This is an optimization exercise on Yosys and OpenROAD, whose aim is small area, a short achievable clock period and few clock cycles, not a production implementation.
The RTL was checked by simulation tests, not by an equivalence proof against the original design.
Power is estimated from default activity; no workload was simulated.

==> flow/design.v <==
module JAM(
    input  clk,
    input  rst_n,
    input  in_valid,
    input  [6:0] in_cost,
    output logic out_valid,
    output logic [3:0] out_job,
    output logic [9:0] out_cost
);
function automatic le8;
    input [7:0] a, b;
    reg [7:0] l, e;
    reg [3:0] l1, e1;
    reg [1:0] l2, e2;
    integer k;
    begin
        l = ~a & b;
        e = ~(a ^ b);
        for (k = 0; k < 4; k = k + 1) begin
            l1[k] = l[2*k+1] | (e[2*k+1] & l[2*k]);
            e1[k] = e[2*k+1] & e[2*k];
        end
        for (k = 0; k < 2; k = k + 1) begin
            l2[k] = l1[2*k+1] | (e1[2*k+1] & l1[2*k]);
            e2[k] = e1[2*k+1] & e1[2*k];
        end
        le8 = l2[1] | (e2[1] & l2[0]) | (e2[1] & e2[0]);
    end
endfunction
function automatic [9:0] add10;
    input [9:0] a, b;
    input ci;
    reg [9:0] g, p, gg, pp, gn, pn;
    integer i, d;
    begin
        g = a & b;
        p = a ^ b;
        gg = g;
        pp = p;
        gg[0] = g[0] | (p[0] & ci);
        for (d = 1; d < 10; d = d * 2) begin
            gn = gg;
            pn = pp;
            for (i = d; i < 10; i = i + 1) begin
                gn[i] = gg[i] | (pp[i] & gg[i-d]);
                pn[i] = pp[i] & pp[i-d];
            end
            gg = gn;
            pp = pn;
        end
        add10 = p ^ {gg[8:0], ci};
    end
endfunction
function automatic [6:0] add7;
    input [6:0] a, b;
    input ci;
    reg [6:0] g, p, gg, pp, gn, pn;
    integer i, d;
    begin
        g = a & b;
        p = a ^ b;
        gg = g;
        pp = p;
        gg[0] = g[0] | (p[0] & ci);
        for (d = 1; d < 7; d = d * 2) begin
            gn = gg;
            pn = pp;
            for (i = d; i < 7; i = i + 1) begin
                gn[i] = gg[i] | (pp[i] & gg[i-d]);
                pn[i] = pp[i] & pp[i-d];
            end
            gg = gn;
            pp = pn;
        end
        add7 = p ^ {gg[5:0], ci};
    end
endfunction
function automatic [6:0] add7x3;
    input [6:0] a, b, c;
    input ci;
    reg [6:0] s, cy;
    begin
        s = a ^ b ^ c;
        cy = (a & b) | (a & c) | (b & c);
        add7x3 = add7(s, {cy[5:0], 1'b0}, ci);
    end
endfunction
function automatic lt3;
    input [2:0] a, b;
    begin
        lt3 = (~a[2] & b[2]) | (~(a[2] ^ b[2]) & ((~a[1] & b[1]) | (~(a[1] ^ b[1]) & ~a[0] & b[0])));
    end
endfunction
function automatic [7:0] rot8;
    input [7:0] v;
    begin
        rot8 = {v[0], v[7:1]};
    end
endfunction
localparam [3:0] S_IDLE   = 4'd0,    
                 S_WAIT   = 4'd1,    
                 S_RELAX  = 4'd2,    
                 S_SETTLE = 4'd3,    
                 S_LAST   = 4'd4,    
                 S_EDGE   = 4'd5,    
                 S_CHECK  = 4'd6,    
                 S_PICK   = 4'd7,    
                 S_PICK2  = 4'd11,
                 S_BFS    = 4'd8,    
                 S_ROT    = 4'd9,    
                 S_OUT    = 4'd10;   
logic [3:0] state;
logic [5:0] cnt;         
logic [3:0] nrows;       
logic [2:0] ph;          
logic [7:0] phh;         
logic       root;        
logic [2:0] ok;          
logic [2:0] rho;         
logic [7:0][7:0][6:0] A;     
logic [7:0][7:0][6:0] nA;    
logic [7:0][6:0] pr;         
logic [7:0][6:0] U;          
logic [7:0][7:0] dst;        
logic [7:0][2:0] way;        
logic [1:0][7:0] nrt;        
logic [7:0]      vis;        
logic [7:0]      vrow;       
logic [7:0][7:0] P;          
logic [7:0][7:0] T;          
logic [9:0]      cost;
logic [7:0][6:0] arow;       
logic [7:0] xs;              
logic [2:0] j1p;             
logic [9:0] K;               
logic [7:0] ltr, eqr;        
logic [7:0][7:0] candr;
logic       rootr;
logic [7:0] xsr;
logic       rlx;             
logic [7:0] updr;            
logic [7:0] kmask;           
logic       walking;
logic [7:0] j0;              
logic [6:0] Dw;              
logic [2:0] wph;             
logic       wbank;
logic       endc;            
logic [7:0][7:0] R5;         
logic [5:0]      xhi;        
logic [2:0]      rw, ry;     
logic [7:0]      bF, bV;     
logic [7:0][2:0] par;        
logic [2:0]      rcur;       
logic [7:0]      carry;
logic [7:0] cm;
always_comb
    for (integer j = 0; j < 8; j = j + 1) begin
        cm[j] = 1'b0;
        for (integer x = 0; x < 8; x = x + 1) cm[j] = cm[j] | P[x][j];
    end
logic [7:0] rv;
logic [7:0][9:0] Kx;
logic [7:0][7:0] cand;
logic [7:0] lt, eq;
logic [7:0][9:0] s1, c1, s2, c2, sdif, sum1;
always_comb
    for (integer j = 0; j < 8; j = j + 1) begin
        rv[j] = root & kmask[j];
        Kx[j] = K & {10{!root | kmask[j]}};
        s1[j] = Kx[j] ^ {3'd0, arow[j]} ^ {3'd0, pr[j]};
        c1[j] = ((Kx[j] & {3'd0, arow[j]}) | (Kx[j] & {3'd0, pr[j]}) | ({3'd0, arow[j]} & {3'd0, pr[j]})) << 1;
        s2[j] = s1[j] ^ c1[j] ^ {2'b11, ~dst[j]};
        c2[j] = ((s1[j] & c1[j]) | (s1[j] & {2'b11, ~dst[j]}) | (c1[j] & {2'b11, ~dst[j]})) << 1;
        sdif[j] = add10(s2[j], c2[j], 1'b1);
        sum1[j] = add10(s1[j], c1[j], 1'b0);
        cand[j] = rv[j] ? sdif[j][7:0] : sum1[j][7:0];
        lt[j] = root | sdif[j][9];
        eq[j] = !root & ((s2[j] ^ c2[j]) == 10'h3ff);
    end
logic [7:0][7:0] le;         
logic [7:0] win;
logic [7:0] upd;             
logic [7:0][7:0] deff;       
always_comb begin
    for (integer j = 0; j < 8; j = j + 1) begin
        upd[j] = updr[j];
        deff[j] = upd[j] ? candr[j] : dst[j];
    end
    le = '0;
    for (integer j = 0; j < 8; j = j + 1)
        for (integer k = j + 1; k < 8; k = k + 1)
            le[j][k] = le8(deff[j], deff[k]);
    for (integer j = 0; j < 8; j = j + 1) begin
        win[j] = !vis[j];
        for (integer k = 0; k < 8; k = k + 1)
            if (k > j) win[j] = win[j] & (vis[k] | le[j][k]);
            else if (k < j) win[j] = win[j] & (vis[k] | !le[k][j]);
    end
end
logic [2:0] wini;
logic [7:0] smd;
logic [9:0] smk;
logic [7:0] xcol;
logic       wfree;
logic [7:0][9:0] dmu;
always_comb begin
    wini = 3'd0;
    smd = 8'd0;
    smk = 10'd0;
    xcol = 8'd0;
    wfree = 1'b1;
    for (integer j = 0; j < 8; j = j + 1) begin
        dmu[j] = add10({2'b00, deff[j]}, {3'b111, ~U[j]}, 1'b1);
        if (win[j]) begin
            wini = wini | j;
            smd = smd | deff[j];
            smk = smk | dmu[j];
            wfree = wfree & !cm[j];
            for (integer x = 0; x < 8; x = x + 1) xcol[x] = xcol[x] | P[x][j];
        end
    end
end
logic rowrdy;                
assign rowrdy = nrows > {1'b0, ph} + 4'd1 || (in_valid && cnt == {ph + 3'd1, 3'b111});
logic settle;                
assign settle = state == S_SETTLE && !walking;
logic gor;                   
logic [2:0] gorow;           
always_comb begin
    gor = 1'b0;
    gorow = ph;
    if (state == S_WAIT && (nrows > {1'b0, ph} || (in_valid && cnt == {ph, 3'b111}))) gor = 1'b1;
    if (settle && wfree && ph != 3'd7 && rowrdy) begin
        gor = 1'b1;
        gorow = ph + 3'd1;
    end
end
logic [7:0] xsel;             
always_comb begin
    xsel = xs;
    arow = '0;
    for (integer x = 0; x < 8; x = x + 1)
        if (xsel[x]) arow = arow | A[x];
end
logic [7:0] eqf;
logic [7:0][6:0] prn, un;
always_comb
    for (integer j = 0; j < 8; j = j + 1) begin
        eqf[j] = (dst[j] == {1'b0, Dw});
        prn[j] = (endc && vis[j]) ? add7x3(pr[j], Dw, ~dst[j][6:0], 1'b1) : pr[j];
        un[j]  = (endc && vis[j]) ? add7x3(U[j],  Dw, ~dst[j][6:0], 1'b1) : U[j];
    end
logic [7:0] wjh;             
logic       wr;              
logic [7:0] wrow;
logic [6:0] wu, wus, wds;
always_comb begin
    wr = 1'b1;
    for (integer c = 0; c < 8; c = c + 1) wr = wr & !(j0[c] & nrt[wbank][c]);
    for (integer q = 0; q < 8; q = q + 1) begin
        wjh[q] = 1'b0;
        for (integer c = 0; c < 8; c = c + 1)
            wjh[q] = wjh[q] | (j0[c] & (way[c] == ((q - c + 8) % 8)));
    end
    wus = 7'd0;
    wds = 7'd0;
    for (integer x = 0; x < 8; x = x + 1) wrow[x] = wr & (x == wph);
    for (integer q = 0; q < 8; q = q + 1)
        if (wjh[q]) begin
            wus = wus | un[q];
            wds = wds | dst[q][6:0];
            for (integer x = 0; x < 8; x = x + 1) wrow[x] = wrow[x] | (!wr & P[x][q]);
        end
    wu = wr ? Dw : wus;
end
logic [7:0][2:0] mlab;       
logic [7:0][2:0] mlabr;      
always_comb
    for (integer x = 0; x < 8; x = x + 1) begin
        mlab[x] = 3'd0;
        for (integer j = 0; j < 8; j = j + 1) if (P[x][j]) mlab[x] = mlab[x] | j;
        mlab[x] = mlab[x] + rho;
    end
logic [7:0][7:0] lessm;      
always_comb begin
    lessm = '0;
    for (integer a = 0; a < 8; a = a + 1)
        for (integer b = a + 1; b < 8; b = b + 1) begin
            lessm[a][b] = lt3(mlabr[a], mlabr[b]);
            lessm[b][a] = !lessm[a][b];
        end
end
logic [7:0][7:0] Ec;         
always_comb
    for (integer x = 0; x < 8; x = x + 1)
        for (integer y = 0; y < 8; y = y + 1)
            Ec[x][y] = (x != y) && ((T[x] & P[y]) != 8'd0);
logic [3:0][7:0][7:0] Ra;    
logic [5:0] xhin;
always_comb begin
    Ra[3] = Ec;
    for (integer k = 7; k >= 5; k = k - 1)
        for (integer a = 0; a < 8; a = a + 1)
            for (integer b = 0; b < 8; b = b + 1)
                if (a != k && b != k && a != b)
                    Ra[k-5][a][b] = Ra[k-4][a][b] | (Ra[k-4][a][k] & Ra[k-4][k][b]);
                else
                    Ra[k-5][a][b] = Ra[k-4][a][b];
    xhin[0] = Ra[2][7][6];
    xhin[1] = Ra[1][6][5];
    xhin[2] = Ra[1][7][5];
    xhin[3] = Ra[0][5][4];
    xhin[4] = Ra[0][6][4];
    xhin[5] = Ra[0][7][4];
end
logic [7:0][7:0] X;          
logic [4:0][7:0][7:0] Rb;    
always_comb begin
    Rb[4] = R5;
    X = '0;
    X[6][7] = xhi[0];
    X[5][6] = xhi[1];
    X[5][7] = xhi[2];
    X[4][5] = xhi[3];
    X[4][6] = xhi[4];
    X[4][7] = xhi[5];
    for (integer k = 4; k >= 1; k = k - 1) begin
        for (integer a = 0; a < 8; a = a + 1)
            for (integer b = 0; b < 8; b = b + 1)
                if (a != k && b != k && a != b)
                    Rb[k-1][a][b] = Rb[k][a][b] | (Rb[k][a][k] & Rb[k][k][b]);
                else
                    Rb[k-1][a][b] = Rb[k][a][b];
        for (integer y = 0; y < 8; y = y + 1)
            if (y > k - 1) X[k-1][y] = Rb[k-1][y][k-1];
    end
end
logic [7:0][7:0] imp;        
logic [7:0] impw;
always_comb
    for (integer w = 0; w < 8; w = w + 1) begin
        for (integer y = 0; y < 8; y = y + 1)
            imp[w][y] = X[w][y] & Ec[w][y] & lessm[y][w];
        impw[w] = imp[w] != 8'd0;
    end
logic [2:0] iw;
always_comb begin
    iw = 3'd0;
    for (integer w = 7; w >= 0; w = w - 1) if (impw[w]) iw = w;
end
logic [7:0] ivld, ivldr, ibest;
logic [2:0] iy;
always_comb begin
    ivld = ivldr;
    iy = 3'd0;
    for (integer y = 0; y < 8; y = y + 1) begin
        ibest[y] = ivld[y];
        for (integer z = 0; z < 8; z = z + 1)
            if (z != y) ibest[y] = ibest[y] & !(ivld[z] & lessm[z][y]);
        if (ibest[y]) iy = iy | y;
    end
end
logic [7:0] bN;
logic [7:0][2:0] bpar;
always_comb
    for (integer z = 0; z < 8; z = z + 1) begin
        bN[z] = 1'b0;
        bpar[z] = par[z];
        if (z >= rw && !bV[z])
            for (integer f = 7; f >= 0; f = f - 1)
                if (bF[f] && Ec[f][z]) begin bN[z] = 1'b1; bpar[z] = f; end
    end
logic [2:0] rnext;
assign rnext = par[rcur];
always_ff @(posedge clk or negedge rst_n) begin
    if (!rst_n) begin
        state   <= S_IDLE;
        cnt     <= 6'd0;
        nrows   <= 4'd0;
        ph      <= 3'd0;
        phh     <= 8'd1;
        root    <= 1'b0;
        ok      <= 3'd0;
        rho     <= 3'd0;
        walking <= 1'b0;
        endc    <= 1'b0;
    end else begin
        rho <= (state == S_IDLE && !in_valid) ? 3'd0 : rho + 3'd1;
        if (in_valid) begin
            cnt <= cnt + 6'd1;
            if (cnt[2:0] == 3'd7) nrows <= nrows + 4'd1;
        end
        if (walking && wr) walking <= 1'b0;
        root <= gor;
        endc <= 1'b0;
        case (state)
            S_IDLE: begin
                ph  <= 3'd0;
                phh <= 8'd1;
                if (in_valid) state <= S_WAIT;
            end
            S_WAIT:
                if (gor) state <= S_RELAX;
            S_RELAX:
                state <= S_SETTLE;
            S_SETTLE:
                if (settle) begin
                    if (!wfree) state <= S_RELAX;
                    else begin
                        walking <= 1'b1;
                        endc    <= 1'b1;
                        ph  <= ph + 3'd1;
                        phh <= {phh[6:0], phh[7]};
                        if (ph == 3'd7) state <= S_LAST;
                        else if (gor) state <= S_RELAX;
                        else state <= S_WAIT;
                    end
                end
            S_LAST:
                if (!walking || wr) state <= S_EDGE;
            S_EDGE:
                state <= S_CHECK;
            S_CHECK:
                if (impw != 8'd0) state <= S_PICK;
                else begin
                    state <= S_OUT;
                    ok    <= 3'd1;
                end
            S_PICK:
                state <= S_PICK2;
            S_PICK2:
                state <= S_BFS;
            S_BFS:
                if (bN[rw]) state <= S_ROT;
            S_ROT:
                if (rnext == ry) state <= S_EDGE;
            S_OUT: begin
                ok <= ok + 3'd1;
                if (ok == 3'd7) begin
                    state <= S_IDLE;
                    cnt   <= 6'd0;
                    nrows <= 4'd0;
                end
            end
            default: state <= S_IDLE;
        endcase
    end
end
logic [7:0][6:0] npr, nU;
logic [7:0][7:0] ndst;
logic [7:0][2:0] nway;
logic [1:0][7:0] nnrt;
logic [7:0] nvis;
logic [7:0][7:0] nP, nT;
logic [7:0] nj0, ncarry;
always_comb begin
    nA = A;
    for (integer w = 0; w < 8; w = w + 1)
        if (in_valid && cnt[5:3] == w) nA[w][0] = in_cost;
    npr = prn;
    nU = un;
    ndst = dst;
    nway = way;
    nnrt = nrt;
    nvis = vis;
    nP = P;
    nT = T;
    nj0 = j0;
    ncarry = carry;
    if (state == S_IDLE) begin
        npr = '0;
        nU = '0;
        nP = '0;
    end
    if (endc)
        for (integer x = 0; x < 8; x = x + 1)
            for (integer j = 0; j < 8; j = j + 1)
                nT[x][j] = T[x][j] & (eqf[j] | (vrow[x] == vis[j]));
    if (state == S_RELAX && root) nvis = 8'd0;
    if (state == S_SETTLE && rlx) begin
        ndst = deff;
        for (integer j = 0; j < 8; j = j + 1) begin
            if (upd[j]) begin
                nnrt[ph[0]][j] = !rootr;
                if (!rootr) nway[j] = j1p - j;
            end
            for (integer x = 0; x < 8; x = x + 1) begin
                if (xsr[x])
                    nT[x][j] = (!rootr && vis[j]) ? eqr[j] : (ltr[j] | eqr[j]);
                else if (!rootr && vrow[x] && !vis[j] && ltr[j])
                    nT[x][j] = 1'b0;
            end
        end
    end
    if (settle) begin
        nvis = vis | win;
        nj0 = win;
    end
    if (walking) begin
        for (integer q = 0; q < 8; q = q + 1)
            if (j0[q]) begin
                for (integer x = 0; x < 8; x = x + 1) nP[x][q] = wrow[x];
                nU[q] = wu;
            end
        nj0 = wjh;
    end
    if (state == S_BFS) ncarry = P[rw];
    if (state == S_ROT) begin
        nP[rnext] = carry;
        ncarry = P[rnext];
        if (rnext == ry) nP[rw] = P[ry];
    end
end
always_ff @(posedge clk) begin
    for (integer w = 0; w < 8; w = w + 1)
        for (integer j = 0; j < 8; j = j + 1)
            A[w][j] <= nA[w][(j + 1) % 8];
    for (integer j = 0; j < 8; j = j + 1) begin
        pr[j]   <= npr[(j + 1) % 8];
        U[j]    <= nU[(j + 1) % 8];
        dst[j]  <= ndst[(j + 1) % 8];
        way[j]  <= nway[(j + 1) % 8];
    end
    for (integer b = 0; b < 2; b = b + 1) nrt[b] <= rot8(nnrt[b]);
    vis <= rot8(nvis);
    kmask <= rot8((state == S_WAIT) ? 8'd0 : (vis | win));
    ltr   <= rot8(lt);
    eqr   <= rot8(eq);
    rlx   <= state == S_RELAX;
    updr  <= rot8({8{state == S_RELAX}} & (~vis | {8{root}}) & lt);
    for (integer j = 0; j < 8; j = j + 1) candr[j] <= cand[(j + 1) % 8];
    rootr <= root;
    xsr   <= xsel;
    for (integer x = 0; x < 8; x = x + 1) begin
        P[x] <= rot8(nP[x]);
        T[x] <= rot8(nT[x]);
    end
    j0    <= rot8(nj0);
    carry <= rot8(ncarry);
    xs  <= (state == S_WAIT) ? phh : (wfree ? {phh[6:0], phh[7]} : xcol);
    if (settle) j1p <= wini - 3'd2;
    K   <= (state == S_WAIT) ? 10'd0 : smk;
    R5  <= Ra[0];
    mlabr <= mlab;
    ivldr <= imp[rw];
    xhi <= xhin;
    if (state == S_IDLE) cost <= 10'd0;
    else if (endc) cost <= add10(cost, {3'd0, Dw}, 1'b0);
    if (state == S_RELAX)
        vrow <= root ? xsel : (vrow | xsel);
    if (settle) begin
        Dw    <= smd[6:0];
        wph   <= ph;
        wbank <= ph[0];
    end
    if (state == S_CHECK) rw <= iw;
    if (state == S_PICK2) begin
        ry <= iy;
        bF <= 8'd1 << iy;
        bV <= 8'd1 << iy;
    end
    if (state == S_BFS) begin
        bF   <= bN;
        bV   <= bV | bN;
        par  <= bpar;
        rcur <= rw;
    end
    if (state == S_ROT) rcur <= rnext;
end
always_ff @(posedge clk or negedge rst_n) begin
    if (!rst_n) begin
        out_valid <= 1'b0;
        out_job   <= 4'd0;
        out_cost  <= 10'd0;
    end else if (state == S_OUT || (state == S_CHECK && impw == 8'd0)) begin
        out_valid <= 1'b1;
        out_job   <= {1'b0, mlabr[state == S_OUT ? ok : 3'd0]} + 4'd1;
        out_cost  <= cost;
    end else begin
        out_valid <= 1'b0;
        out_job   <= 4'd0;
        out_cost  <= 10'd0;
    end
end
endmodule
==> flow/run.sh <==
#!/bin/bash
# synth_recipe.tcl (not shown) runs the flow's synth.tcl, then flattens the netlist and writes it again
# the make line also repeats each setting of config.mk as NAME=value (left out here)
make -C /OpenROAD-flow-scripts/flow DESIGN_CONFIG=/design/flow/config.mk WORK_HOME=/design/flow/orfs CLKGATE_MAP_FILE= SYNTH_SCRIPT=/design/flow/synth_recipe.tcl finish
==> flow/config.mk <==
export PLATFORM = sky130hd
export DESIGN_NAME = JAM
export DESIGN_NICKNAME = JAM
export VERILOG_FILES = /design/flow/design.v
export SDC_FILE = /design/flow/constraint.sdc
export NUM_CORES = 4
export LEC_CHECK = 0
export ABC_CLOCK_PERIOD_IN_PS = 2500
export CAP_MARGIN = 20
export CORE_MARGIN = 2
export CORE_UTILIZATION = 45
export SLEW_MARGIN = 20
==> flow/constraint.sdc <==
create_clock -name core_clock -period 12.0 [get_ports {clk}]
set_input_delay 2.4000 -clock core_clock [delete_from_list [all_inputs] [get_ports {clk}]]
set_output_delay 2.4000 -clock core_clock [all_outputs]
set_load 0.01 [all_outputs]
==> out/results.ini, run 1 <==
[timing]
max_slew_margin = 0.185
tns_ps = 0
fmax_mhz = 167
drv_slew = 0
holdWs_ps = 321
min_period_ps = 5990
worstMarginPinSlew_ps = 1210
hold_viol = 0
setup_violations = 0
fin_ws_ps = 6010
fin_crit_sh = 0.499
rsz0062_at_grt = false
final.setup_skew_ps = 104

[yosys]
ys_seq_area_frac = 0.327
ys.flop_type = dfxtp_1
avgSynthCellArea_sq_um = 8.99
synth_edf_count = 70
synthesis.area_sq_um = 72200
synthCells = 8033
ys.warnings.count = 1
syn_nets = 8949
synth_cell_types = 99
async_flop_share = 0.0432
ys_seq_elements = 1134

[detailed_routing]
wl_mm = 324
vias_per_cell = 6.58
drt_iter0_drc = 9334
wire_per_inst_microns = 32.2
firstDrtPassIters = 14
drc = 0
drtAntennaViolNets = 0
num_vias = 66300

[die]
pin_count = 25
core_sq_um = 160000
die_w_microns = 405
rows = 147
die_area_sq_um = 164000
initial_utilization = 0.452
die_h_microns = 405

[clock_tree]
cts_buffer_depth = 3
clk_pin_slew_ps = 60
cts.sinks = 1134
cts_buffers = 121
cts_tree = built
cts_htree_levels = 3
cts.hold.buffers_added = 0
postCtsSetupRepairBufs = 0
clock_latency_ps = 840
clock-root-buffer = clkbuf_16
cts_resized = 0

[placement]
dp.cells = 9839
portBuffers = 24
post-place-ws_ps = 6400
dp_hpwl_mm = 242
gp_congestion = 1.05

[grt]
grt_pass1_wl_mm = 458
antenna_found_initial = 19
grt_overflow_total = 0
grt_pass1_vias = 62900
track_usage = 0.386
grt_max_degree = 82

[final_layout]
fin_nets = 8794
fin_util = 0.494
areaGrowthSynthToFinish_pct = 9.41
multiInputGateArea_sq_um = 43700
final_cell_mix = dfxtp_1, inv_1, nand2_1
seqCellArea_sq_um = 23700
final_common_cell = dfxtp_1
drive_gt1_frac = 0.0748
fill_cells = 15000
instances_no_fill = 10100

[critical_path]
arrival_ps = 6670
crit_path_max_fanout = 30
required_ps = 12680
worstSetupStartpointType = register
end_kind = register
critPathKind = reg2reg

[outcome]
status = complete, no violations

[pwr]
p_switching_w = 0.0147
irDropWorstVdd_v = 0.000286
switching_share = 0.511
leakagePower_nw = 32.8
p_clk_frac = 0.139
power_per_cell_area_nw_per_um2 = 364
p_int_w = 0.0141
seqPwrFrac = 0.222
combPwrFrac = 0.639

[flow_run]
cap_viol_max_count = 0

[worst_hold_path]
hold_path.class = reg2reg

-- metrics by stage --
step | cell area (sq um) | power, W
finish | 79000 | 0.0288
global route | 79000 | 0.0306
CTS | 79000 | 0.0282
detailed placement | 74700 | 0.0241
global placement | 74700 | 0.0239
floorplan | 72200 | 0.0180
-- worst max-delay path, cell delays in order (launching register included) --
cell       delay, ps
dfxtp_1          970
mux2i_1          890
inv_1            470
ha_1             440
nand2_1           60
a2111oi_0        500
o21ai_0          210
nand4_1          140
nor4_2            60
buf_4            310
a22o_1           330
nor3_4           730
and2_1           460
a22o_1           220
-- cell families (layout without fill, tap and decap cells) --
family                     Yosys count  after routing  synth area share
and+or+nand+nor                   1799           1799             0.123
other                                0              9                 0
adders and majority gates          906            906             0.184
buffers and inverters             1324           1272            0.0693
xor gates and xnor gates           257            257            0.0313
DFF                               1134           1134             0.327
muxes                              247            247            0.0415
AOI/OAI and AO/OA                 2366           2366             0.224
-- cell usage after synthesis, drive strengths merged, types with 82 or more instances --
master	number	area, sq um
a211oi	89	668
inv	824	3090
nor2	309	1160
a21o	141	1060
clkbuf	424	1600
nand3	128	641
mux2	83	935
dfxtp	1015	20300
mux2i	132	1350
a21oi	418	2090
xor2	82	718
nor3	103	554
nand4	114	719
o21ai	443	2220
a22oi	545	4090
xnor2	175	1540
fa	257	5140
ha	649	8120
nand2	712	2680
-- power by group through the flow --
stage | clock (W) | combinational, W | sequential, W
4_1_cts | 0.00402 | 0.0179 | 0.00628
5_1_grt | 0.00418 | 0.0200 | 0.00642
2_1_floorplan | 0 | 0.0125 | 0.00549
6_report | 0.00400 | 0.0184 | 0.00637
3_3_place_gp | 0 | 0.0175 | 0.00635
3_5_place_dp | 0 | 0.0178 | 0.00634
-- sequential cells by signal, summed over array words and instances, names as in the netlist, 10 cells and up --
signal / flops
U: 56
T: 64
P: 64
par: 24
A: 448
pr: 56
out_cost: 10
cost: 10
dst: 64
candr: 64
nrt: 16
K: 10
R5: 29
mlabr: 24
way: 24
-- cell type report --
cell class	instances	area share
multi-input cells	5575	0.553
flip-flops and latches	1134	0.299
clock buffers	170	0.0441
inverters	827	0.0393
well taps	2086	0.0330
repair buffers	219	0.0217
clock inverters	56	0.00959
diodes	9	0.000285
-- final timing paths --
| path | start | to | slack, ps | depth (start not counted) |
|---|---|---|---|---|
| max | updr[4] | phh[4] | 6010 | 13 |
| min | A[376] | A[369] | 320 | 0 |
| max reg2reg | updr[4] | phh[4] | 6010 | 13 |
| min reg2reg | A[376] | A[369] | 320 | 0 |
| max in group asynchronous | rst_n | endc | 9550 | 2 |
| min in group asynchronous | rst_n | out_job[2] | 1760 | 2 |
-- metal layers --
layer | track usage | vias up | wire, microns
li1 | - | 28600 | -
met1 | 0.503 | 32200 | 129000
met2 | 0.561 | 4388 | 133000
met3 | 0.121 | 1198 | 38900
met4 | 0.223 | 10 | 23400
met5 | 0.00387 | - | 136
Testbench counts, summed over its fixed seeds: cycles 28,532.
==> run 2, diff against run 1 <==
==> flow/flow/run.sh (new file) <==
#!/bin/bash
# Standard layout, with timing repair aiming well below the clock period.
set -euo pipefail
bash standard.sh SETUP_SLACK_MARGIN=8 finish > flow_make.log 2>&1
==> flow/standard.sh (new file) <==
#!/bin/bash
# synth_recipe.tcl (not shown) runs the flow's synth.tcl, then flattens the netlist and writes it again
# the make line also repeats each setting of config.mk as NAME=value (left out here)
make -C /OpenROAD-flow-scripts/flow DESIGN_CONFIG=/design/flow/config.mk WORK_HOME=/design/flow/orfs CLKGATE_MAP_FILE= SYNTH_SCRIPT=/design/flow/synth_recipe.tcl "${@:-finish}"
removed: flow/run.sh
==> out/results.ini, run 2 <==
[outcome]
status = complete, no violations

[final_layout]
final_cell_mix = dfxtp_1, inv_1, nand2_1
fin_nets = 9065
final_common_cell = dfxtp_1
stdcell_area_sq_um = 84000
areaGrowthSynthToFinish_pct = 16.3
regMostFlops = A
drive_gt1_frac = 0.151
largest_register_ffs = 448

[pwr]
power_per_cell_area_nw_per_um2 = 376
irDropWorstVdd_v = 0.000203
leakagePower_nw = 34.7
finalPower_w = 0.0316

[yosys]
synth_cell_types = 99
ys_seq_area_frac = 0.327
synthTopCellsByArea = dfxtp_1, ha_1, fa_1, a22oi_1, inv_1
synth_common_cells = dfxtp_1, inv_1, nand2_1
ys.warnings.count = 1
syn_nets = 8949
synth_top_cell_area_share = 0.281
synthesis.area_sq_um = 72200
synth.most_common_cell = dfxtp_1
avgSynthCellArea_sq_um = 8.99
ys.flop_type = dfxtp_1
yosys.area.top_type = dfxtp_1
synth_edf_count = 70
async_flop_share = 0.0432
ys_seq_elements = 1134
synthCells = 8033

[critical_path]
required_ps = 12670
startpoint = updr[7]
worstSetupStartpointType = register
rr_startpoint = updr[7]
crit_path_max_fanout = 16
arrival_ps = 4820
critPathKind = reg2reg
end_kind = register

[placement]
gp_congestion = 1.04
post-place-ws_ps = 6150
dp_hpwl_mm = 246
dpl-instance-area_sq_um = 74800
portBuffers = 24

[grt]
grt_overflow_total = 0
grt_pass1_vias = 63900
antenna_found_initial = 17
track_usage = 0.402
grt_pass1_wl_mm = 473
grt_max_degree = 82

[clock_tree]
clock-root-buffer = clkbuf_16
cts_buffer_depth = 3
cts_tree = built
cts.hold.buffers_added = 0
clock_latency_ps = 830
cts_buffers = 130
cts.sinks = 1134
clk_pin_slew_ps = 60
cts_htree_levels = 4

[timing]
worstMarginPinSlew_ps = 1260
max_slew_margin = 0.155
fin_ws_ps = 7840
rsz0062_at_grt = true
min_period_ps = 4160
drv_slew = 0
holdWs_ps = 337
tns_ps = 0
setup_violations = 0
hold_viol = 0
fin_crit_sh = 0.346
final.setup_skew_ps = 70.4
fmax_mhz = 241

[die]
die_w_microns = 405
die_area_sq_um = 164000
die_h_microns = 405
rows = 147
pin_count = 25
core_sq_um = 160000
initial_utilization = 0.452

[detailed_routing]
drt_iter0_drc = 9667
firstDrtPassIters = 19
drtAntennaViolNets = 0
wl_mm = 341
drc = 0
wire_per_inst_microns = 32.9
num_vias = 68300
vias_per_cell = 6.60

[worst_hold_path]
hp-start = A[65]
hold_path.class = reg2reg

[flow_run]
cap_viol_max_count = 0

[run 2: cell counts after synthesis]
No cell type changed its count.
[run 2: final timing paths]
path,depth (start not counted),to,slack (ps)
max,15,state[1],7840
max reg2reg,15,state[1],7840
min reg2reg,0,A[58],340
min in group asynchronous,2,out_cost[9],1770
max in group asynchronous,2,endc,9560
min,0,A[58],340
[run 2: area by class of cell]
cell class	instances	area (sq um)
fill	14600	76000
multi-input combinational	5577	45400
sequential	1134	23800
timing repair buffer	479	4500
clock buffer	168	3540
inverter	827	3230
tap	2086	2610
clock inverter	66	995
antenna	9	22.5
[run 2: where the power goes]
part	switching [W]	internal [W]
Clock	0.00183	0.00241
Combinational	0.0125	0.00849
Sequential	0.00147	0.00492
[run 2: metal layers]
metal	global-route usage	routed length [microns]	vias up	share of wire
met5	0.00862	234	-	0.00069
met4	0.261	28800	16	0.084
met3	0.124	42600	1425	0.12
li1	-	-	29200	-
met1	0.513	130000	32900	0.38
met2	0.584	139000	4742	0.41
[run 2: kinds of logic (layout without fill, tap and decap cells)]
family | after synthesis | after routing | synth area share
compound gates | 2366 | 2367 | 0.224
simple gates | 1799 | 1800 | 0.123
buf+inv | 1324 | 1540 | 0.0693
flops | 1134 | 1134 | 0.327
fa+ha+maj | 906 | 906 | 0.184
xor+xnor | 257 | 257 | 0.0313
mux | 247 | 247 | 0.0415
other cells | 0 | 9 | 0
[run 2: metrics by stage]
step                utilization  cells
finish                    0.525  10300
global route              0.525  10300
CTS                       0.515  10200
detailed placement        0.468   9841
global placement          0.468   9841
floorplan                     -   8033
[run 2: repair_timing]
action / CTS / global route
cloned: 11 / 6
pin swaps: 71 / 113
resized for setup: 440 / 176
endpoints found under the setup margin: 258 / 189
buffers inserted: 157 / 87
[run 2: worst max-delay path: stages, from the launching register on]
cell and delay, ps:
dfxtp_4 490, mux2i_2 370, inv_2 240, ha_1 330
o21ai_0 80, o2bb2ai_1 260, a221oi_2 550, o2111ai_2 340
nor2_4 360, a22o_4 230, nor3_4 50, buf_12 140
buf_8 120, buf_4 130, o2bb2ai_1 120, a31o_1 220
==> run 3, diff against run 2 <==
--- a/flow/config.mk
+++ b/flow/config.mk
@@ -9,4 +9,7 @@
 export CAP_MARGIN = 20
 export CORE_MARGIN = 2
 export CORE_UTILIZATION = 45
+export CTS_BUF_LIST = sky130_fd_sc_hd__clkbuf_8
+export CTS_CLUSTER_DIAMETER = 100
+export CTS_CLUSTER_SIZE = 14
 export SLEW_MARGIN = 20
==> out/results.ini, run 3 <==
[yosys]
synth_top_family_by_area = compound AO/OA/AOI/OAI gates
synthesis.area_sq_um = 72200
synth-adder-area-share = 0.184
ys_seq_area_frac = 0.327
yosys.area.top_type = dfxtp_1
syn_nets = 8949
synthTopCellsByArea = dfxtp_1, ha_1, fa_1, a22oi_1, inv_1
ys.warnings.count = 1
synthXorXnorAreaFrac = 0.0313
synth_compound_gate_area_share = 0.224
synthMuxAreaShare = 0.0415
synth_edf_count = 70
async_flop_share = 0.0432
synth_common_cells = dfxtp_1, inv_1, nand2_1
ys_seq_elements = 1134
avgSynthCellArea_sq_um = 8.99
yosys.area_share.simple = 0.123
synth.most_common_cell = dfxtp_1
synth_top_cell_area_share = 0.281
ys.flop_type = dfxtp_1
synthCells = 8033
synth_cell_types = 99

[clock_tree]
clk_pin_slew_ps = 100
cts.hold.buffers_added = 0
cts.sinks = 1134
cts_buffer_depth = 3
clock_latency_ps = 940
clock-root-buffer = clkbuf_8
cts_buffers = 95
cts_tree = built
cts_htree_levels = 3

[timing]
min_period_ps = 4150
hold_viol = 0
holdWs_ps = 316
tns_ps = 0
rsz0062_at_grt = true
drv_slew = 0
fmax_mhz = 241
final.setup_skew_ps = 110
max_slew_margin = 0.0987
setup_violations = 0
fin_ws_ps = 7850
worstMarginPinSlew_ps = 1350
fin_crit_sh = 0.346

[detailed_routing]
drt_iter0_drc = 10300
met3_wirelength_mm = 42.2
dr_wl_met2_mm = 138
num_vias = 68000
drc = 0
top_layer_used = met5
vias_per_cell = 6.63
wire_per_inst_microns = 33.0
drtAntennaViolNets = 0
firstDrtPassIters = 23
wl_mm = 338
wirelength_met1_mm = 130

[critical_path]
cp_slowest_cell = a222oi_1
required_ps = 12600
reg2reg_slack_ps = 7850
worstPathCellList = inv_1 -> o21ai_1 -> buf_4 -> ha_1 -> o21a_1 -> o2bb2ai_1 -> a221oi_4 -> o2111ai_2 -> nor2_4 -> buf_12 -> a222oi_1 -> nand4_1
crit_path_max_incr_delay_ps = 760
end_kind = register
reg2reg_to = Dw[0]
crit_path_max_fanout = 12
rr_startpoint = dst[58]
arrival_ps = 4750
cp.buffers_inverters = 3
critPathTopFamily = compound AO/OA/AOI/OAI gates
worstSetupStartpointType = register
rr_worst_depth = 12
critPathKind = reg2reg

[die]
die_h_microns = 405
pin_count = 25
core_sq_um = 160000
rows = 147
die_area_sq_um = 164000
die_w_microns = 405
initial_utilization = 0.452

[placement]
dpl-instance-area_sq_um = 74800
post-place-ws_ps = 6150
gp_congestion = 1.04
dp_hpwl_mm = 246
portBuffers = 24

[pwr]
irDropWorstVdd_v = 0.000203
finalPower_w = 0.0295
power_per_cell_area_nw_per_um2 = 363
leakagePower_nw = 33.5

[worst_hold_path]
hold_end = A[175]
hp-start = A[182]
hold_path.class = reg2reg
holdPathStages = 0

[grt]
antenna_found_initial = 11
grt_pass1_wl_mm = 470
grt_pass1_vias = 63400
grt_overflow_total = 0
track_usage = 0.399
grt_max_degree = 82

[final_layout]
drive_gt1_frac = 0.145
fill_cells = 15000
multiInputGateArea_sq_um = 45600
stdcell_area_sq_um = 81400
final_cell_mix = dfxtp_1, inv_1, nand2_1
areaGrowthSynthToFinish_pct = 12.7
fin_nets = 9036
final_common_cell = dfxtp_1
largest_register_ffs = 448
seqCellArea_sq_um = 23800
regMostFlops = A

[flow_run]
cap_viol_max_count = 0

[outcome]
status = complete, no violations

## run 3: cell counts after synthesis
No cell type changed its count.
## run 3: worst max path at each step
stage / start / to / slack (ps) / cells after the start
detailed placement: updr[4] / phh[6] / 6150 / 11
global route: xs[0] / updr[4] / 7820 / 16
finish: dst[58] / Dw[0] / 7850 / 12
global placement: updr[4] / phh[7] / 6150 / 11
floorplan: xs[2] / updr[5] / 7980 / 17
CTS: xs[1] / updr[1] / 7900 / 17
## run 3: area by class of cell
| class | count | area share |
|---|---|---|
| diodes | 9 | 0.000277 |
| clock buffers | 95 | 0.0161 |
| clock inverters | 42 | 0.00387 |
| inverters | 827 | 0.0397 |
| multi-input cells | 5577 | 0.560 |
| flip-flops and latches | 1134 | 0.292 |
| well taps | 2086 | 0.0321 |
| repair buffers | 485 | 0.0560 |
## run 3: cells by family after synthesis
family	count (synthesis)
compound gates	2366
xor+xnor	257
simple gates	1799
flops	1134
buf+inv	1324
mux	247
fa+ha+maj	906
## run 3: report_power, final
| part | total (W) | switching (W) | leakage, nW | internal [W] |
|---|---|---|---|---|
| Sequential | 0.00636 | 0.00145 | 9.56 | 0.00491 |
| Combinational | 0.0210 | 0.0125 | 23.0 | 0.00842 |
| Clock | 0.00221 | 0.00144 | 0.917 | 0.000775 |
| Total | 0.0295 | 0.0154 | 33.5 | 0.0141 |
## run 3: routing by layer
| metal | track usage | vias to the layer above |
|---|---|---|
| met3 | 0.118 | 1373 |
| met4 | 0.262 | 14 |
| met2 | 0.577 | 4753 |
| met5 | 0.00387 | - |
| li1 | - | 29000 |
| met1 | 0.513 | 32800 |
## run 3: stage by stage
step,instances,utilization
global placement,9841,0.468
CTS,10100,0.496
detailed placement,9841,0.468
global route,10300,0.509
finish,10300,0.509
floorplan,8033,-
## run 3: timing repair
action,4_1_cts,5_1_grt
setup buffers,136,115
gates cloned,8,8
setup endpoints to repair,259,215
pin swaps,49,121
gates resized for setup,439,232
==> run 4, diff against run 3 <==
--- a/flow/config.mk
+++ b/flow/config.mk
@@ -10,6 +10,6 @@
 export CORE_MARGIN = 2
 export CORE_UTILIZATION = 45
 export CTS_BUF_LIST = sky130_fd_sc_hd__clkbuf_8
-export CTS_CLUSTER_DIAMETER = 100
-export CTS_CLUSTER_SIZE = 14
+export CTS_CLUSTER_DIAMETER = 80
+export CTS_CLUSTER_SIZE = 12
 export SLEW_MARGIN = 20
==> out/results.ini, run 4 <==
[outcome]
status = complete, no violations

[timing]
max_slew_margin = 0.139
tns_ps = 0
setup_violations = 0
worstMarginPinSlew_ps = 1290
min_period_ps = 4120
final.setup_skew_ps = 115
hold_viol = 0
fmax_mhz = 243
fin_ws_ps = 7880
rsz0062_at_grt = true
fin_crit_sh = 0.343
drv_slew = 0

[die]
pin_count = 25
initial_utilization = 0.452
core_sq_um = 160000
die_area_sq_um = 164000
die_w_microns = 405
rows = 147
die_h_microns = 405

[yosys]
ys.warnings.count = 1
ys_seq_area_frac = 0.327
ys_seq_elements = 1134
avgSynthCellArea_sq_um = 8.99
ys.flop_type = dfxtp_1
synthesis.area_sq_um = 72200
syn_nets = 8949
synthCells = 8033
synth.most_common_cell = dfxtp_1
synth_cell_types = 99
synth_edf_count = 70
synth_top_cell_area_share = 0.281
synthTopCellsByArea = dfxtp_1, ha_1, fa_1, a22oi_1, inv_1
synth_common_cells = dfxtp_1, inv_1, nand2_1
yosys.area.top_type = dfxtp_1
async_flop_share = 0.0432

[clock_tree]
clock-root-buffer = clkbuf_8
cts_htree_levels = 3
cts_tree = built
cts_buffer_depth = 3
cts_buffers = 113
cts.sinks = 1134
clk_pin_slew_ps = 100
clock_latency_ps = 970

[final_layout]
final_cell_mix = dfxtp_1, inv_1, nand2_1
regMostFlops = A
largest_register_ffs = 448
instances_no_fill = 10300
drive_gt1_frac = 0.144
fill_cells = 15000
fin_nets = 9027
final_common_cell = dfxtp_1
areaGrowthSynthToFinish_pct = 12.6

[critical_path]
endpoint = state[1]
startpoint = updr[7]
arrival_ps = 4920
critPathKind = reg2reg
required_ps = 12800
rr_worst_depth = 15
end_kind = register
reg2reg_to = state[1]
rr_startpoint = updr[7]
worstSetupStartpointType = register
reg2reg_slack_ps = 7880
crit_path_max_fanout = 16

[grt]
track_usage = 0.400
antenna_found_initial = 15
grt_pass1_wl_mm = 472
grt_pass1_vias = 63700
grt_max_degree = 82
grt_overflow_total = 0

[pwr]
finalPower_w = 0.0299
power_per_cell_area_nw_per_um2 = 367
irDropWorstVdd_v = 0.000206
leakagePower_nw = 33.6

[detailed_routing]
vias_per_cell = 6.63
drt_iter0_drc = 9681
wl_mm = 339
wire_per_inst_microns = 33.1
firstDrtPassIters = 11
num_vias = 67900
drtAntennaViolNets = 0
drc = 0

[worst_hold_path]
hold_path.class = reg2reg

[placement]
dp.cells = 9841
portBuffers = 24
gp_congestion = 1.04
post-place-ws_ps = 6150
dp_hpwl_mm = 246

[flow_run]
cap_viol_max_count = 0

run 4: cell counts after synthesis:
No cell type changed its count.
run 4: layer usage:
layer | track usage | wire length [microns] | up-vias
met3 | 0.120 | 41600 | 1365
met1 | 0.513 | 131000 | 32700
met2 | 0.583 | 139000 | 4791
met4 | 0.261 | 28200 | 16
li1 | - | - | 29000
met5 | 0.00565 | 230 | -
run 4: final cells by class:
class                           count  area, sq um  share of cell area
Multi-Input combinational cell   5576        45400               0.558
Sequential cell                  1134        23800               0.292
Timing Repair Buffer              459         4280              0.0526
Inverter                          827         3220              0.0395
Tap cell                         2086         2610              0.0321
Clock buffer                      116         1600              0.0196
Clock inverter                     50          458             0.00563
Antenna cell                        6         15.0            0.000185
run 4: cells by family after synthesis:
family                   share of synthesized area
AO/OA/AOI/OAI                                0.224
AND/OR/NAND/NOR                              0.123
buffers and inverters                       0.0693
flip-flops                                   0.327
adder cells (fa/ha/maj)                      0.184
XOR/XNOR                                    0.0313
multiplexers                                0.0415
run 4: critical path, cell delays in order, from the launching register on:
cell and delay [ps]:
dfxtp_4 500, mux2i_2 380, inv_2 270, ha_1 370, o211ai_1 110, a211oi_2 330, nor4_2 120, a2111o_1 400
nor4_4 340, bufbuf_16 350, a22o_4 160, nor3_4 50, buf_4 160, buf_4 140, o2bb2ai_1 120, a31o_1 220
run 4: what timing repair did:
item / 4_1_cts / 5_1_grt
buffers inserted: 156 / 69
gates resized for setup: 440 / 201
hold buffers: 0 / 0
cloned: 7 / 7
pin swaps: 53 / 128
endpoints found under the setup margin: 255 / 191
run 4: power by group:
part | internal, W | leakage [nW] | switching (W)
logic | 0.00847 | 22.9 | 0.0126
clock network | 0.000981 | 1.14 | 0.00151
registers | 0.00491 | 9.56 | 0.00146
run 4: how the worst min path moves through the flow:
stage | startpoint | end | slack [ps] | cells past startpoint
after detailed placement | A[277] | A[270] | 340 | 0
after global placement | A[207] | A[200] | 330 | 0
after floorplan | A[128] | A[121] | 330 | 0
final | A[77] | A[70] | 320 | 0
after global routing | A[133] | A[126] | 330 | 0
after CTS | A[77] | A[70] | 330 | 0
run 4: through the flow:
step	hold slack [ps]	area, sq um	utilization
CTS	327	79800	0.499
finish	319	81300	0.508
floorplan	331	72300	-
global placement	333	74800	0.468
detailed placement	336	74800	0.468
global route	332	81300	0.508
==> run 5, diff against run 4 <==
--- a/flow/design.v
+++ b/flow/design.v
@@ -85,6 +85,31 @@
         add7x3 = add7(s, {cy[5:0], 1'b0}, ci);
     end
 endfunction
+function automatic ge9;
+    input [8:0] a, b;
+    reg [8:0] g, e;
+    reg [4:0] g1, e1;
+    reg [2:0] g2, e2;
+    reg g3, e3;
+    integer k;
+    begin
+        g = a & ~b;
+        e = ~(a ^ b);
+        for (k = 0; k < 4; k = k + 1) begin
+            g1[k] = g[2*k+2] | (e[2*k+2] & g[2*k+1]);
+            e1[k] = e[2*k+2] & e[2*k+1];
+        end
+        g1[4] = g[0];
+        e1[4] = e[0];
+        g2[0] = g1[3] | (e1[3] & g1[2]);
+        e2[0] = e1[3] & e1[2];
+        g2[1] = g1[1] | (e1[1] & g1[0]);
+        e2[1] = e1[1] & e1[0];
+        g3 = g2[0] | (e2[0] & g2[1]);
+        e3 = e2[0] & e2[1];
+        ge9 = g3 | (e3 & (g1[4] | e1[4]));
+    end
+endfunction
 function automatic lt3;
     input [2:0] a, b;
     begin
@@ -172,9 +197,9 @@
         c1[j] = ((Kx[j] & {3'd0, arow[j]}) | (Kx[j] & {3'd0, pr[j]}) | ({3'd0, arow[j]} & {3'd0, pr[j]})) << 1;
         s2[j] = s1[j] ^ c1[j] ^ {2'b11, ~dst[j]};
         c2[j] = ((s1[j] & c1[j]) | (s1[j] & {2'b11, ~dst[j]}) | (c1[j] & {2'b11, ~dst[j]})) << 1;
-        sdif[j] = add10(s2[j], c2[j], 1'b1);
+        sdif[j] = {s2[j][9] ^ c2[j][9] ^ ge9(s2[j][8:0], ~c2[j][8:0]), 9'd0};
         sum1[j] = add10(s1[j], c1[j], 1'b0);
-        cand[j] = rv[j] ? sdif[j][7:0] : sum1[j][7:0];
+        cand[j] = rv[j] ? add10(s2[j], c2[j], 1'b1) : sum1[j][7:0];
         lt[j] = root | sdif[j][9];
         eq[j] = !root & ((s2[j] ^ c2[j]) == 10'h3ff);
     end
--- a/flow/config.mk
+++ b/flow/config.mk
@@ -9,7 +9,4 @@
 export CAP_MARGIN = 20
 export CORE_MARGIN = 2
 export CORE_UTILIZATION = 45
-export CTS_BUF_LIST = sky130_fd_sc_hd__clkbuf_8
-export CTS_CLUSTER_DIAMETER = 80
-export CTS_CLUSTER_SIZE = 12
 export SLEW_MARGIN = 20
==> out/results.ini, run 5 <==
[yosys]
synth_top_cell_area_share = 0.285
async_flop_share = 0.0432
synthMuxAreaShare = 0.0432
synth.most_common_cell = dfxtp_1
ys_seq_area_frac = 0.332
ys_seq_elements = 1134
synthesis.area_sq_um = 71200
synthTopCellsByArea = dfxtp_1, ha_1, fa_1, a22oi_1, inv_1
yosys.area.top_type = dfxtp_1
syn_nets = 8837
synth-adder-area-share = 0.186
synth_common_cells = dfxtp_1, inv_1, nand2_1
synth_top_family_by_area = compound AO/OA/AOI/OAI gates
synth_compound_gate_area_share = 0.219
synth_cell_types = 96
synth_edf_count = 70
ys.warnings.count = 1
synthXorXnorAreaFrac = 0.0309
synthCells = 7921
ys.flop_type = dfxtp_1
avgSynthCellArea_sq_um = 8.99
yosys.area_share.simple = 0.121

[pwr]
finalPower_w = 0.0312
leakagePower_nw = 35.5
irDropWorstVdd_v = 0.000254
power_per_cell_area_nw_per_um2 = 370

[worst_hold_path]
holdPathStages = 0
hp-start = A[293]
hold_path.class = reg2reg
hold_end = A[286]

[die]
rows = 145
core_sq_um = 157000
die_h_microns = 402
die_w_microns = 402
die_area_sq_um = 161000
initial_utilization = 0.454
pin_count = 25

[critical_path]
reg2reg_to = xs[7]
arrival_ps = 4980
worstSetupStartpointType = register
crit_path_max_fanout = 6
reg2reg_slack_ps = 7690
critPathKind = reg2reg
end_kind = register
rr_worst_depth = 16
required_ps = 12670
rr_startpoint = updr[3]

[final_layout]
largest_register_ffs = 448
final_common_cell = dfxtp_1
fin_nets = 9031
final_cell_mix = dfxtp_1, inv_1, nand2_1
areaGrowthSynthToFinish_pct = 18.5
drive_gt1_frac = 0.171
stdcell_area_sq_um = 84400
regMostFlops = A

[timing]
tns_ps = 0
min_period_ps = 4310
max_slew_margin = 0.165
worstMarginPinSlew_ps = 1240
drv_slew = 0
fin_crit_sh = 0.359
final.setup_skew_ps = 65.9
rsz0062_at_grt = true
setup_violations = 0
hold_viol = 0
holdWs_ps = 312
fin_ws_ps = 7690
fmax_mhz = 232

[clock_tree]
cts_tree = built
clock_latency_ps = 820
cts_buffer_depth = 3
cts_buffers = 132
clk_pin_slew_ps = 60
cts.sinks = 1134
cts_htree_levels = 4
clock-root-buffer = clkbuf_16

[detailed_routing]
drt_iter0_drc = 9873
wire_per_inst_microns = 32.9
num_vias = 67900
drc = 0
wl_mm = 339
vias_per_cell = 6.59
firstDrtPassIters = 12
drtAntennaViolNets = 0

[flow_run]
cap_viol_max_count = 0

[placement]
post-place-ws_ps = 5860
gp_congestion = 1.04
dpl-instance-area_sq_um = 74100
dp_hpwl_mm = 239
portBuffers = 24

[outcome]
status = complete, no violations

[grt]
grt_pass1_vias = 64600
grt_max_degree = 82
track_usage = 0.406
grt_overflow_total = 0
grt_pass1_wl_mm = 475
antenna_found_initial = 18

[run 5: where the power goes]
part	switching (W)	internal, W	total, W
Clock	0.00188	0.00238	0.00426
Combinational	0.0120	0.00807	0.0201
Sequential	0.00177	0.00506	0.00684
[run 5: critical path: stages (launching register included)]
cell	delay [ps]
dfxtp_4	440
buf_6	130
mux2i_4	320
clkinvlp_4	330
ha_4	350
o211ai_1	90
a2111o_1	460
a21oi_4	260
a2111oi_4	80
and2_4	180
buf_12	130
a22o_4	260
buf_6	120
or4b_4	510
nand4_1	120
o211ai_1	110
o21ai_2	240
[run 5: repair_timing]
| action | CTS | global route |
|---|---|---|
| setup buffers | 183 | 87 |
| setup endpoints to repair | 296 | 172 |
| pin swaps | 88 | 167 |
| hold buffers | 0 | 0 |
| gates resized for setup | 507 | 281 |
| cloned | 21 | 3 |
[run 5: area by class of cell]
type | count | area (sq um)
Antenna cell | 11 | 27.5
Clock buffer | 186 | 3770
Clock inverter | 55 | 825
Fill cell | 14100 | 72300
Inverter | 776 | 3010
Multi-Input combinational cell | 5531 | 45100
Sequential cell | 1134 | 23800
Tap cell | 2058 | 2570
Timing Repair Buffer | 540 | 5340
[run 5: kinds of logic (layout without fill, tap and decap cells)]
family,Yosys count,count (layout)
AO/OA/AOI/OAI,2338,2338
XOR/XNOR,251,251
adder cells (fa/ha/maj),906,906
buffers and inverters,1258,1557
flip-flops,1134,1134
multiplexers,251,251
other,0,11
AND/OR/NAND/NOR,1783,1785
[run 5: through the flow]
step           instances   util
3_5_place_dp        9745  0.473
2_1_floorplan       7921      -
4_1_cts            10200  0.527
3_3_place_gp        9744  0.472
6_report           10300  0.539
5_1_grt            10300  0.538
[run 5: metal layers]
| layer | global-route usage | part of all wire |
|---|---|---|
| met2 | 0.596 | 0.42 |
| met4 | 0.296 | 0.090 |
| met3 | 0.119 | 0.12 |
| met5 | 0.00357 | 0.00047 |
| met1 | 0.506 | 0.37 |
[run 5: how the worst max path moves through the flow]
stage / end / depth (start not counted) / startpoint
3_3_place_gp: xs[7] / 12 / updr[3]
6_report: xs[7] / 16 / updr[3]
5_1_grt: U[13] / 16 / Dw[0]
4_1_cts: ltr[1] / 19 / xs[5]
2_1_floorplan: U[6] / 14 / Dw[0]
3_5_place_dp: xs[7] / 14 / updr[3]
Testbench counts of run 5, summed over its fixed seeds: cycles 28,532.

afterwards: timing with drivers on the ports:
The results above use ideal ports. As a check the final layouts listed here were re-extracted and re-timed, cells and wires unchanged. Step 1 assumes that a clkbuf_16 drives the clock port and a buf_2 every other input. Step 2, shift: input delay + t, output delay - t, t = (earliest + latest rising clock arrival at the registers) / 2. This alone moves slack from input paths to output paths. a / b / c = ideal ports / drivers / drivers and shift; a / b = the first two.
| run | shift t [ns] | slack for setup (ns) | worst setup path after step 2 | worst data-port slew with drivers (ns) | cell pins on the clock port's net |
|---|---|---|---|---|---|
| run 1 | 0.867 | 6.010 / 6.010 / 6.010 | register to register | 0.09 | 1 |
| run 2 | 0.882 | 7.843 / 7.843 / 7.223 | input to register | 0.07 | 1 |
| run 3 | 0.976 | 7.850 / 7.850 / 7.139 | input to register | 0.07 | 1 |
| run 4 | 0.993 | 7.881 / 7.881 / 7.028 | input to register | 0.08 | 1 |
| run 5 | 0.879 | 7.689 / 7.689 / 7.177 | input to register | 0.13 | 1 |
After both steps setup and hold are still met in every run listed. For run 4, which loses most, drivers alone change the setup slack by 0.000 ns; drivers and shift together by -0.853 ns.
